From an optimization exercise on the open Yosys and OpenROAD flow, aimed at small area, a short achievable clock period and few clock cycles; shortcuts taken in it are not production practice.
Where RTL was checked, it was by simulation tests only, not by an equivalence proof against the original.

==> inputs of run a <==
==> flow/design.v (excerpt) <==
module cache (
  input clk,
  input rst,
  input logic proc_read_req,           
  input logic proc_write_req,          
  input [9:0] proc_address,            
  input [7:0] proc_write_data,         
  output reg [31:0] cache_read_data,   
  output reg cache_read_ready,         
  output reg cache_write_ready         
);
  wire [4:0] tag  = proc_address[9:5];    
  wire [4:0] boff = proc_address[4:0];    
  reg         buf_valid;
  reg [4:0]   buf_tag;
  reg [255:0] buf_data;                   
  wire [255:0] mem_line;
  Memory ram (
    .clk(clk),
    .we(proc_write_req),
    .waddr(proc_address),
    .wdata(proc_write_data),
    .line_addr(tag),
    .line_data(mem_line)
  );
  wire hit = buf_valid && (buf_tag == tag);
  wire load = (proc_read_req || proc_write_req) && !hit;
  always_ff @(posedge clk) begin
    if (rst) begin
      buf_valid <= 1'b0;
    end else if (load) begin
      buf_valid <= 1'b1;
      buf_tag   <= tag;
    end
  end
  genvar k;
  generate
    for (k = 0; k < 32; k++) begin : g_byte
      wire wr_byte = proc_write_req && (boff == k);
      always_ff @(posedge clk) begin
        if (wr_byte)
          buf_data[255 - 8 * k -: 8] <= proc_write_data;
        else if (load)
          buf_data[255 - 8 * k -: 8] <= mem_line[255 - 8 * k -: 8];
      end
    end
  endgenerate
  always_comb begin
    cache_read_data   = buf_data[255 - 32 * proc_address[4:2] -: 32];
    cache_read_ready  = proc_read_req && hit;
    cache_write_ready = proc_write_req;
  end
endmodule
==> module Memory, before the edit <==
module Memory (
  input  logic         clk,
  input  logic         we,           
  input  logic [9:0]   waddr,        
  input  logic [7:0]   wdata,
  input  logic [4:0]   line_addr,    
  output logic [255:0] line_data     
);
  logic [255:0] mem [0:31];
  always_ff @(posedge clk) begin
    if (we) mem[waddr[9:5]][255 - 8 * waddr[4:0] -: 8] <= wdata;
  end
  logic [31:0] sel;
  assign sel = 32'd1 << line_addr;
  always_comb begin
    line_data = '0;
    for (int i = 0; i < 32; i++)
      line_data = line_data | (mem[i] & {256{sel[i]}});
  end
endmodule
==> module cache, before the edit <==
module cache (
  input clk,
  input rst,
  input logic proc_read_req,           
  input logic proc_write_req,          
  input [9:0] proc_address,            
  input [7:0] proc_write_data,         
  output reg [31:0] cache_read_data,   
  output reg cache_read_ready,         
  output reg cache_write_ready         
);
  wire [4:0] tag  = proc_address[9:5];    
  wire [4:0] boff = proc_address[4:0];    
  reg         buf_valid;
  reg [4:0]   buf_tag;
  reg [255:0] buf_data;                   
  wire [255:0] mem_line;
  Memory ram (
    .clk(clk),
    .we(proc_write_req),
    .waddr(proc_address),
    .wdata(proc_write_data),
    .line_addr(tag),
    .line_data(mem_line)
  );
  wire hit = buf_valid && (buf_tag == tag);
  wire load = (proc_read_req || proc_write_req) && !hit;
  always_ff @(posedge clk) begin
    if (rst) begin
      buf_valid <= 1'b0;
    end else if (load) begin
      buf_valid <= 1'b1;
      buf_tag   <= tag;
    end
  end
  genvar k;
  generate
    for (k = 0; k < 32; k++) begin : g_byte
      wire wr_byte = proc_write_req && (boff == k);
      always_ff @(posedge clk) begin
        if (wr_byte)
          buf_data[255 - 8 * k -: 8] <= proc_write_data;
        else if (load)
          buf_data[255 - 8 * k -: 8] <= mem_line[255 - 8 * k -: 8];
      end
    end
  endgenerate
  always_comb begin
    cache_read_data   = buf_data[255 - 32 * proc_address[4:2] -: 32];
    cache_read_ready  = proc_read_req && hit;
    cache_write_ready = proc_write_req;
  end
endmodule
clock: 7.0 ns
lec_check: 0
cap_margin: 20
core_margin: 2
core_utilization: 30
place_density: 0.45
slew_margin: 20
synth_memory_max_bits: 16384
run.sh (not shown) runs the stock make flow with config.mk's settings and CLKGATE_MAP_FILE= SYNTH_SCRIPT=/design/flow/synth_recipe.tcl, a recipe that flattens the netlist after the stock synthesis.
==> run b: changes against run a <==
==> flow/design.v (replaced) <==
module Memory (
  input  logic         clk,
  input  logic         we,           
  input  logic [9:0]   waddr,        
  input  logic [7:0]   wdata,
  input  logic [4:0]   line_addr,    
  output logic [255:0] line_data     
);
  logic [7:0] mem [0:1023];
  logic [31:0] wline, wbyte;
  assign wline = 32'd1 << waddr[9:5];
  assign wbyte = 32'd1 << waddr[4:0];
  logic [31:0] rline;
  assign rline = 32'd1 << line_addr;
  genvar l, b;
  generate
    for (l = 0; l < 32; l++) begin : g_line
      for (b = 0; b < 32; b++) begin : g_byte
        always_ff @(posedge clk) begin
          if (we && wline[l] && wbyte[b]) mem[32 * l + b] <= wdata;
        end
      end
    end
    for (b = 0; b < 32; b++) begin : g_rd
      wire [7:0] acc [0:32];
      assign acc[0] = 8'd0;
      for (l = 0; l < 32; l++) begin : g_or
        assign acc[l + 1] = acc[l] | (mem[32 * l + b] & {8{rline[l]}});
      end
      assign line_data[255 - 8 * b -: 8] = acc[32];
    end
  endgenerate
endmodule
module cache (
  input clk,
  input rst,
  input logic proc_read_req,           
  input logic proc_write_req,          
  input [9:0] proc_address,            
  input [7:0] proc_write_data,         
  output [31:0] cache_read_data,   
  output cache_read_ready,         
  output cache_write_ready         
);
  wire [4:0] tag  = proc_address[9:5];    
  wire [4:0] boff = proc_address[4:0];    
  reg       buf_valid;
  reg [4:0] buf_tag;
  reg [7:0] buf_byte [0:31];              
  wire [255:0] mem_line;                  
  Memory ram (
    .clk(clk),
    .we(proc_write_req),
    .waddr(proc_address),
    .wdata(proc_write_data),
    .line_addr(tag),
    .line_data(mem_line)
  );
  wire hit = buf_valid && (buf_tag == tag);
  wire load = (proc_read_req || proc_write_req) && !hit;
  always_ff @(posedge clk) begin
    if (rst) begin
      buf_valid <= 1'b0;
    end else if (load) begin
      buf_valid <= 1'b1;
      buf_tag   <= tag;
    end
  end
  wire [31:0] wsel = 32'd1 << boff;
  genvar k;
  generate
    for (k = 0; k < 32; k++) begin : g_byte
      always_ff @(posedge clk) begin
        if (proc_write_req && wsel[k])
          buf_byte[k] <= proc_write_data;
        else if (load)
          buf_byte[k] <= mem_line[255 - 8 * k -: 8];
      end
    end
  endgenerate
  wire [7:0] wsel_rd = 8'd1 << proc_address[4:2];
  wire [31:0] rd_acc [0:8];
  assign rd_acc[0] = 32'd0;
  generate
    for (k = 0; k < 8; k++) begin : g_rd
      assign rd_acc[k + 1] = rd_acc[k] |
        ({buf_byte[4 * k], buf_byte[4 * k + 1], buf_byte[4 * k + 2], buf_byte[4 * k + 3]} & {32{wsel_rd[k]}});
    end
  endgenerate
  assign cache_read_data   = rd_acc[8];
  assign cache_read_ready  = proc_read_req && hit;
  assign cache_write_ready = proc_write_req;
endmodule
--- a/flow/config.mk
+++ b/flow/config.mk
@@ -8,6 +8,7 @@
 export CAP_MARGIN = 20
 export CORE_MARGIN = 2
-export CORE_UTILIZATION = 30
-export PLACE_DENSITY = 0.45
+export CORE_UTILIZATION = 40
+export PLACE_DENSITY = 0.55
+export SETUP_SLACK_MARGIN = 3.3
 export SLEW_MARGIN = 20
 export SYNTH_MEMORY_MAX_BITS = 16384
==> summary.txt <==
- Run b completed without violations. Run a finished but fails on setup timing.
- Of run b and run a, run a has the higher die area (gap about 25%, measured against run a).
- Via count: run b is smaller than run a (about 4.3%).
- Register-to-register slack: run a is better than run b (0.02 ns).
- Setup slack: run b is higher than run a (2.1 ns).
Testbench counts of run b, summed over its fixed seeds: cycles 14,026.
Function not checked in run a: the RTL went through the layout flow alone.

-- afterwards: timing with drivers on the ports --
How much do the figures lean on ideal ports? The routed layouts below were timed once more, with nothing changed but the port constraints.
Step 1 sets driving cells, clkbuf_16 on the clock port and buf_2 on the other inputs (assumed; they add their load-dependent delay and slew).
Step 2, shift: input delay + t, output delay - t, t = (earliest + latest rising clock arrival at the registers) / 2. This alone moves slack from input paths to output paths.
a / b / c = no drivers / after step 1 / after step 2; a / b = the first two.
| run | t (ns) | setup WS [ns] | worst setup path after step 2 | worst register clock-pin slew, ns |
|---|---|---|---|---|
| run a | 1.320 | -0.127 / -0.391 / -0.391 | input to output | 0.07 / 0.07 |
| run b | 1.359 | 1.998 / 1.941 / 1.662 | input to register | 0.07 / 0.07 |
The setup slack of run b, which loses most, moves by -0.057 ns with the drivers and by -0.336 ns with both steps.
